This design comes from an exercise in tuning for small area on the open sky130 flow, not from production work. Only simulation tests tie the RTL to the original design; equivalence was not proved. Power and IR drop assume default switching activity.

==> flow/design.v <==
`timescale 1ns/1ps
module uart_frame_trx(
  input         clk,
  input         rst_n,
  input  [1:0]  mode,
  input         isHigh,
  input  [31:0] datain,
  input  [31:0] extra_data,
  input  [31:0] one_more_data,
  output        tx,
  output        tx_busy,
  input         rx,
  output [16:0] freq_out,
  output [16:0] amp_out,
  output        frame_error,
  output        frame_sig,
  output [3:0]  led
);
reg  [7:0] k;
reg        started;    
reg  [4:0] st;         
reg  [7:0] dout;       
wire take = (k == 8'd251);
wire m11 = mode[0] & mode[1];
wire m1x = mode[0] ^ mode[1];
reg [7:0] nbyte;
always @* begin
  case (st[3:0])
    4'd0:  nbyte = 8'd80;
    4'd1:  nbyte = m11 ? (isHigh ? 8'd51 : 8'd52) : (isHigh ? 8'd49 : 8'd50);
    4'd2:  nbyte = datain[31:24];
    4'd3:  nbyte = datain[23:16];
    4'd4:  nbyte = datain[15:8];
    4'd5:  nbyte = datain[7:0];
    4'd6:  nbyte = m11 ? extra_data[31:24] : 8'd13;
    4'd7:  nbyte = m11 ? extra_data[23:16] : 8'd10;
    4'd8:  nbyte = extra_data[15:8];
    4'd9:  nbyte = extra_data[7:0];
    4'd10: nbyte = one_more_data[31:24];
    4'd11: nbyte = one_more_data[23:16];
    4'd12: nbyte = one_more_data[15:8];
    4'd13: nbyte = one_more_data[7:0];
    4'd14: nbyte = 8'd13;
    default: nbyte = 8'd10;
  endcase
end
always @(posedge clk or negedge rst_n) begin
  if (!rst_n) begin
    k <= 8'd252;
    started <= 1'b0;
    st <= 5'd0;
    dout <= 8'd0;
  end else begin
    k <= (k == 8'd254) ? 8'd0 : k + 8'd1;
    if (take) begin
      started <= 1'b1;
      if (m11) begin
        if (!st[4]) dout <= nbyte;
        st <= (st == 5'd15) ? 5'd0 : st + 5'd1;
      end else if (m1x) begin
        if (st[4:3] == 2'b00) dout <= nbyte;
        st <= (st == 5'd7) ? 5'd0 : st + 5'd1;
      end
    end
  end
end
reg txb;
always @* begin
  case (k[7:4])
    4'd0: txb = 1'b0;
    4'd1: txb = dout[0];
    4'd2: txb = dout[1];
    4'd3: txb = dout[2];
    4'd4: txb = dout[3];
    4'd5: txb = dout[4];
    4'd6: txb = dout[5];
    4'd7: txb = dout[6];
    4'd8: txb = dout[7];
    4'd9: txb = ^dout;
    default: txb = 1'b1;
  endcase
end
assign tx      = started ? txb : (k != 8'd252);
assign tx_busy = started & (k < 8'd168);
localparam [7:0] R_145  = 8'd145;
localparam [7:0] R_146  = 8'd146;
localparam [7:0] R_NEW  = 8'd147;
localparam [7:0] R_IDLE = 8'd148;
localparam [7:0] P_145  = 8'd153;
localparam [7:0] P_146  = 8'd154;
localparam [7:0] P_IDLE = 8'd156;
reg       rxbuf;
reg [7:0] rc;
wire       fall   = rxbuf & ~rx;
wire       sample = ~rc[7] & (rc[3:0] == 4'd15);
wire [2:0] bi     = rc[6:4];                                        
wire       win9   = (rc[7:3] == 5'b10000) | (rc == 8'd136);         
wire       win4   = (rc[7:2] == 6'b100000);                         
wire       clr    = (rc[7:3] == 5'b11111);                          
wire       step   = sample | win9;
wire       proc   = (rc == R_146) | (rc == P_146) | (rc == R_NEW);
always @(posedge clk or negedge rst_n) begin
  if (!rst_n) begin
    rxbuf <= 1'b1;
    rc <= R_IDLE;
  end else begin
    rxbuf <= rx;
    case (rc)
      8'd144:  rc <= fall ? P_145 : R_145;
      R_145:   rc <= fall ? P_146 : R_146;
      P_145:   rc <= R_NEW;
      R_146:   rc <= fall ? P_IDLE : R_IDLE;
      R_IDLE:  rc <= fall ? P_IDLE : R_IDLE;
      P_146:   rc <= 8'd247;
      P_IDLE:  rc <= 8'd247;
      R_NEW:   rc <= 8'd248;
      default: rc <= rc + 8'd1;
    endcase
  end
end
reg  [3:0]  fs;
reg         fsig, ferr, led2, led3;
reg  [11:0] acc_a;     
reg  [16:0] acc_f;     
reg  [16:0] fout;
reg  [11:0] aout;
reg  m;
wire expbit = fs[3] ? (fs[0] ? ((bi == 3'd0) | (bi == 3'd2) | (bi == 3'd3))
                             : ((bi == 3'd1) | (bi == 3'd3)))
                    : ((bi == 3'd4) | (bi == 3'd6));
always @(posedge clk)
  if (sample) m <= ((bi == 3'd0) | m) & (rx ~^ expbit);
reg  h1, h2, h3;       
reg  ca, cb;           
reg  bw;               
wire amp_dig  = (fs == 4'd1) | (fs == 4'd2);
wire freq_dig = (fs == 4'd5) | (fs == 4'd6) | (fs == 4'd7) | (fs == 4'd8);
wire first    = (fs == 4'd1) | (fs == 4'd5);
wire obit     = ~first & (amp_dig ? acc_a[0] : acc_f[0]);
wire c48      = (bi[2:1] == 2'b10);
wire dbit     = sample & (rx ^ c48 ^ bw);
wire bw_n     = (~rx & (c48 | bw)) | (c48 & bw);
wire s1       = h1 ^ h3 ^ dbit;
wire k1       = (h1 & h3) | (h1 & dbit) | (h3 & dbit);
wire sbit     = s1 ^ ca ^ cb;
wire k2       = (s1 & ca) | (s1 & cb) | (ca & cb);
always @(posedge clk) begin
  if (step | clr) begin
    h1 <= ~clr & obit;
    h2 <= ~clr & h1;
    h3 <= ~clr & h2;
    ca <= ~clr & k1;
    cb <= ~clr & k2;
    bw <= ~clr & bw_n;
  end
  if (amp_dig & (sample | win4)) acc_a <= {sbit, acc_a[11:1]};
  if (freq_dig & step)           acc_f <= {sbit, acc_f[16:1]};
end
wire cr_ok = (fs == 4'd11) & m;
wire lf_ok = (fs == 4'd12) & m;
always @(posedge clk or negedge rst_n) begin
  if (!rst_n) begin
    fs <= 4'd0;
    fsig <= 1'b0;
    ferr <= 1'b0;
    led2 <= 1'b1;
    led3 <= 1'b1;
    fout <= 17'd100;
    aout <= 12'd20;
  end else begin
    fsig <= proc & (cr_ok | lf_ok);
    if (proc) begin
      if (fs == 4'd0) begin
        if (m) fs <= 4'd1;
      end else if (fs == 4'd11) begin
        if (cr_ok) begin
          led2 <= 1'b0;
          fs <= 4'd12;
        end else begin
          ferr <= 1'b1;
          fs <= 4'd0;
        end
      end else if (fs == 4'd12) begin
        if (lf_ok) begin
          led3 <= 1'b0;
          fout <= acc_f;
          aout <= acc_a;
        end else
          ferr <= 1'b1;
        fs <= 4'd0;
      end else
        fs <= fs + 4'd1;
    end
  end
end
assign freq_out    = fout;
assign amp_out     = {5'd0, aout};
assign frame_error = ferr;
assign frame_sig   = fsig;
assign led         = {led3, led2, 2'b10};
endmodule
clock: 10.0 ns
lec_check: 0
cap_margin: 0
core_margin: 2
core_utilization: 40
cts_buf_list: sky130_fd_sc_hd__clkbuf_8
slew_margin: 0
standard.sh (not shown) runs the stock make flow with config.mk's settings and CLKGATE_MAP_FILE= SYNTH_SCRIPT=/design/flow/synth_recipe.tcl, a recipe that flattens the netlist after the stock synthesis.
==> flow/flow/run.sh <==
#!/bin/bash
# Standard layout, with an area-oriented abc script in synthesis (adders
# left to abc rather than mapped to half/full-adder cells first) and the
# smallest buffer on the ports.
set -euo pipefail
W=$PWD
export FLOW_SYNTH_TCL=$W/synth_recipe.tcl
export AREA_ABC_SCRIPT=$W/flow/area.abc
export BUFFER_PORTS_ARGS="-buffer_cell sky130_fd_sc_hd__buf_1"
export CTS_ARGS="-sink_clustering_enable -repair_clock_nets -buf_list sky130_fd_sc_hd__clkbuf_8 -dont_use_dummy_load"
bash standard.sh SYNTH_SCRIPT=$W/flow/synth_area.tcl ADDER_MAP_FILE= synth > synth.log 2>&1
bash standard.sh SYNTH_SCRIPT=$W/flow/synth_area.tcl ADDER_MAP_FILE= finish > layout.log 2>&1
==> flow/flow/area.abc <==
strash
&get -n
&st
&deepsyn -T 60
&put
dch -f
amap -m -F 4 -A 8
==> flow/flow/synth_area.tcl <==
# The standard flow's synthesis script, with abc run on an area-oriented script instead of
# ORFS's speed script. Registers are mapped before abc, so they are unchanged.
proc abc {args} {
  set i [lsearch $args -script]
  if { $i >= 0 } {
    set args [lreplace $args $i [expr {$i + 1}] -script $::env(AREA_ABC_SCRIPT)]
  }
  puts "abc with area script: $args"
  yosys abc {*}$args
}
source $::env(FLOW_SYNTH_TCL)
Then changed:
==> flow/flow/run.sh (replaced) <==
#!/bin/bash
# Standard layout, with an area-oriented abc script in synthesis and the
# smallest buffer on the ports.
set -euo pipefail
W=$PWD
export FLOW_SYNTH_TCL=$W/synth_recipe.tcl
export AREA_ABC_SCRIPT=$W/flow/area.abc
export BUFFER_PORTS_ARGS="-buffer_cell sky130_fd_sc_hd__buf_1"
export CTS_ARGS="-sink_clustering_enable -repair_clock_nets -root_buf sky130_fd_sc_hd__clkbuf_8 -buf_list sky130_fd_sc_hd__clkbuf_4 -dont_use_dummy_load"
bash standard.sh SYNTH_SCRIPT=$W/flow/synth_area.tcl synth > synth.log 2>&1
bash standard.sh SYNTH_SCRIPT=$W/flow/synth_area.tcl finish > layout.log 2>&1
==> flow/flow/area.abc (replaced) <==
strash
&get -n
&st
&deepsyn -T 60
&dch -f
&nf -R 1000 -p -a
&put
strash
&get -n
&st
&dch -f
&nf -R 1000 -p -a
&put
--- a/flow/config.mk
+++ b/flow/config.mk
@@ -7,3 +7,3 @@
 export LEC_CHECK = 0
-export CAP_MARGIN = 0
+export CAP_MARGIN = 20
 export CORE_MARGIN = 2
@@ -11,2 +11,2 @@
 export CTS_BUF_LIST = sky130_fd_sc_hd__clkbuf_8
-export SLEW_MARGIN = 0
+export SLEW_MARGIN = 20
Die area came out higher by a little under a tenth.
Non-clock buffer count falls by 1.
Flip-flop and latch count is unchanged.
Final area is higher by a little under a tenth.
Wire length goes up by a few percent.
Via count went up slightly.
Total power stays flat.
Sequential share of layout area fell by 3.9 points.
Then changed:
--- a/flow/flow/run.sh
+++ b/flow/flow/run.sh
@@ -8,3 +8,3 @@
 export BUFFER_PORTS_ARGS="-buffer_cell sky130_fd_sc_hd__buf_1"
-export CTS_ARGS="-sink_clustering_enable -repair_clock_nets -root_buf sky130_fd_sc_hd__clkbuf_8 -buf_list sky130_fd_sc_hd__clkbuf_4 -dont_use_dummy_load"
+export CTS_ARGS="-sink_clustering_enable -repair_clock_nets -buf_list sky130_fd_sc_hd__clkbuf_8 -dont_use_dummy_load"
 bash standard.sh SYNTH_SCRIPT=$W/flow/synth_area.tcl synth > synth.log 2>&1
Effect:
- first-iteration DRC count stays the same
- power stays the same
- wire length does not change
Then changed:
==> flow/flow/run.sh (replaced) <==
#!/bin/bash
# Standard layout, with an area-oriented abc script in synthesis (adders
# left to abc rather than mapped to half/full-adder cells first) and the
# smallest buffer on the ports.
set -euo pipefail
W=$PWD
export FLOW_SYNTH_TCL=$W/synth_recipe.tcl
export AREA_ABC_SCRIPT=$W/flow/area.abc
export BUFFER_PORTS_ARGS="-buffer_cell sky130_fd_sc_hd__buf_1"
export CTS_ARGS="-sink_clustering_enable -repair_clock_nets -buf_list sky130_fd_sc_hd__clkbuf_8 -dont_use_dummy_load"
bash standard.sh SYNTH_SCRIPT=$W/flow/synth_area.tcl ADDER_MAP_FILE= synth > synth.log 2>&1
bash standard.sh SYNTH_SCRIPT=$W/flow/synth_area.tcl ADDER_MAP_FILE= finish > layout.log 2>&1
==> flow/flow/area.abc (replaced) <==
strash
&get -n
&st
&deepsyn -T 60
&put
dch -f
amap -m -F 8 -A 16 -C 1000
The new run passed the timing, DRC and antenna checks.
Die area drops by 8.3%.
Sequential share of layout area climbs by 3.9 points.
Sequential power hardly moves.
Then changed:
==> flow/flow/run.sh (replaced) <==
#!/bin/bash
# Standard layout, with an area-oriented abc script in synthesis and the
# smallest buffer on the ports.
set -euo pipefail
W=$PWD
export FLOW_SYNTH_TCL=$W/synth_recipe.tcl
export AREA_ABC_SCRIPT=$W/flow/area.abc
export BUFFER_PORTS_ARGS="-buffer_cell sky130_fd_sc_hd__buf_1"
bash standard.sh SYNTH_SCRIPT=$W/flow/synth_area.tcl synth > synth.log 2>&1
bash standard.sh SYNTH_SCRIPT=$W/flow/synth_area.tcl finish > layout.log 2>&1
==> flow/flow/area.abc (replaced) <==
strash
&get -n
&st
&deepsyn -T 60
&dch -f
&nf -R 1000 -p -a
&put
strash
&get -n
&st
&dch -f
&nf -R 1000 -p -a
&put
Outcome: The new run produced a clean layout; synthesized cell count went up by 5.2%; combinational power barely changes; wire length went up by 4.8%; non-clock buffer count went down by 1; area after synthesis went up by 9.3%; die area went up by 9.0%; register-to-register slack improves by 630 ps; via count went up by 2.7%; power went up by 9.4%; maximum frequency went down by 1.6%; utilization went down by 0.11 points.
Then changed:
==> flow/flow/run.sh (replaced) <==
#!/bin/bash
# Standard layout, with an area-oriented abc script in synthesis (adders
# left to abc rather than mapped to half/full-adder cells first) and the
# smallest buffer on the ports.
set -euo pipefail
W=$PWD
export FLOW_SYNTH_TCL=$W/synth_recipe.tcl
export AREA_ABC_SCRIPT=$W/flow/area.abc
export BUFFER_PORTS_ARGS="-buffer_cell sky130_fd_sc_hd__buf_1"
export CTS_ARGS="-sink_clustering_enable -repair_clock_nets -buf_list sky130_fd_sc_hd__clkbuf_8 -dont_use_dummy_load"
bash standard.sh SYNTH_SCRIPT=$W/flow/synth_area.tcl ADDER_MAP_FILE= synth > synth.log 2>&1
bash standard.sh SYNTH_SCRIPT=$W/flow/synth_area.tcl ADDER_MAP_FILE= finish > layout.log 2>&1
==> flow/flow/area.abc (replaced) <==
strash
&get -n
&st
&deepsyn -T 60
&put
dch -f
amap -m -F 4 -A 8
=>
- clock power went down by 24%
- maximum frequency went up by 2.2%
- setup slack improved by 88 ps
- power went down by 8.9%

-- separate check: timing with driven ports --
No port has a modelled driver above. Below, the same layouts with a new extraction and two added sets of constraints.
Step 1: set_driving_cell puts a clkbuf_16 on clk and a buf_2 on each other input, an assumption about the parent block.
Step 2 also shifts input and output timing later by t, the mid clock arrival at the registers, as if the neighbouring blocks saw the same clock.
Slacks: no drivers / after step 1 / after step 2; pairs: no drivers / after step 1.
| run | t (ns) | setup slack, ns | hold slack, ns | worst setup path after step 2 | worst register clock-pin slew, ns |
|---|---|---|---|---|---|
| the first run | 0.380 | 5.945 / 5.912 / 6.292 | 0.450 / 0.450 / 0.450 | register to output | 0.11 / 0.11 |
| the second run | 0.382 | 5.834 / 5.831 / 5.449 | 0.436 / 0.436 / 0.436 | input to register | 0.10 / 0.10 |
| the third run | 0.382 | 5.834 / 5.831 / 5.449 | 0.436 / 0.436 / 0.436 | input to register | 0.10 / 0.10 |
| the fourth run | 0.388 | 5.923 / 5.892 / 6.280 | 0.448 / 0.448 / 0.448 | register to output | 0.11 / 0.11 |
| the fifth run | 0.391 | 5.856 / 5.853 / 5.463 | 0.456 / 0.456 / 0.456 | input to register | 0.10 / 0.10 |
| the sixth run | 0.380 | 5.945 / 5.912 / 6.292 | 0.450 / 0.450 / 0.450 | register to output | 0.11 / 0.11 |
After both steps every run listed still meets setup and hold. For the fifth run, which loses most, drivers alone change the setup slack by -0.003 ns; drivers and shift together by -0.393 ns.
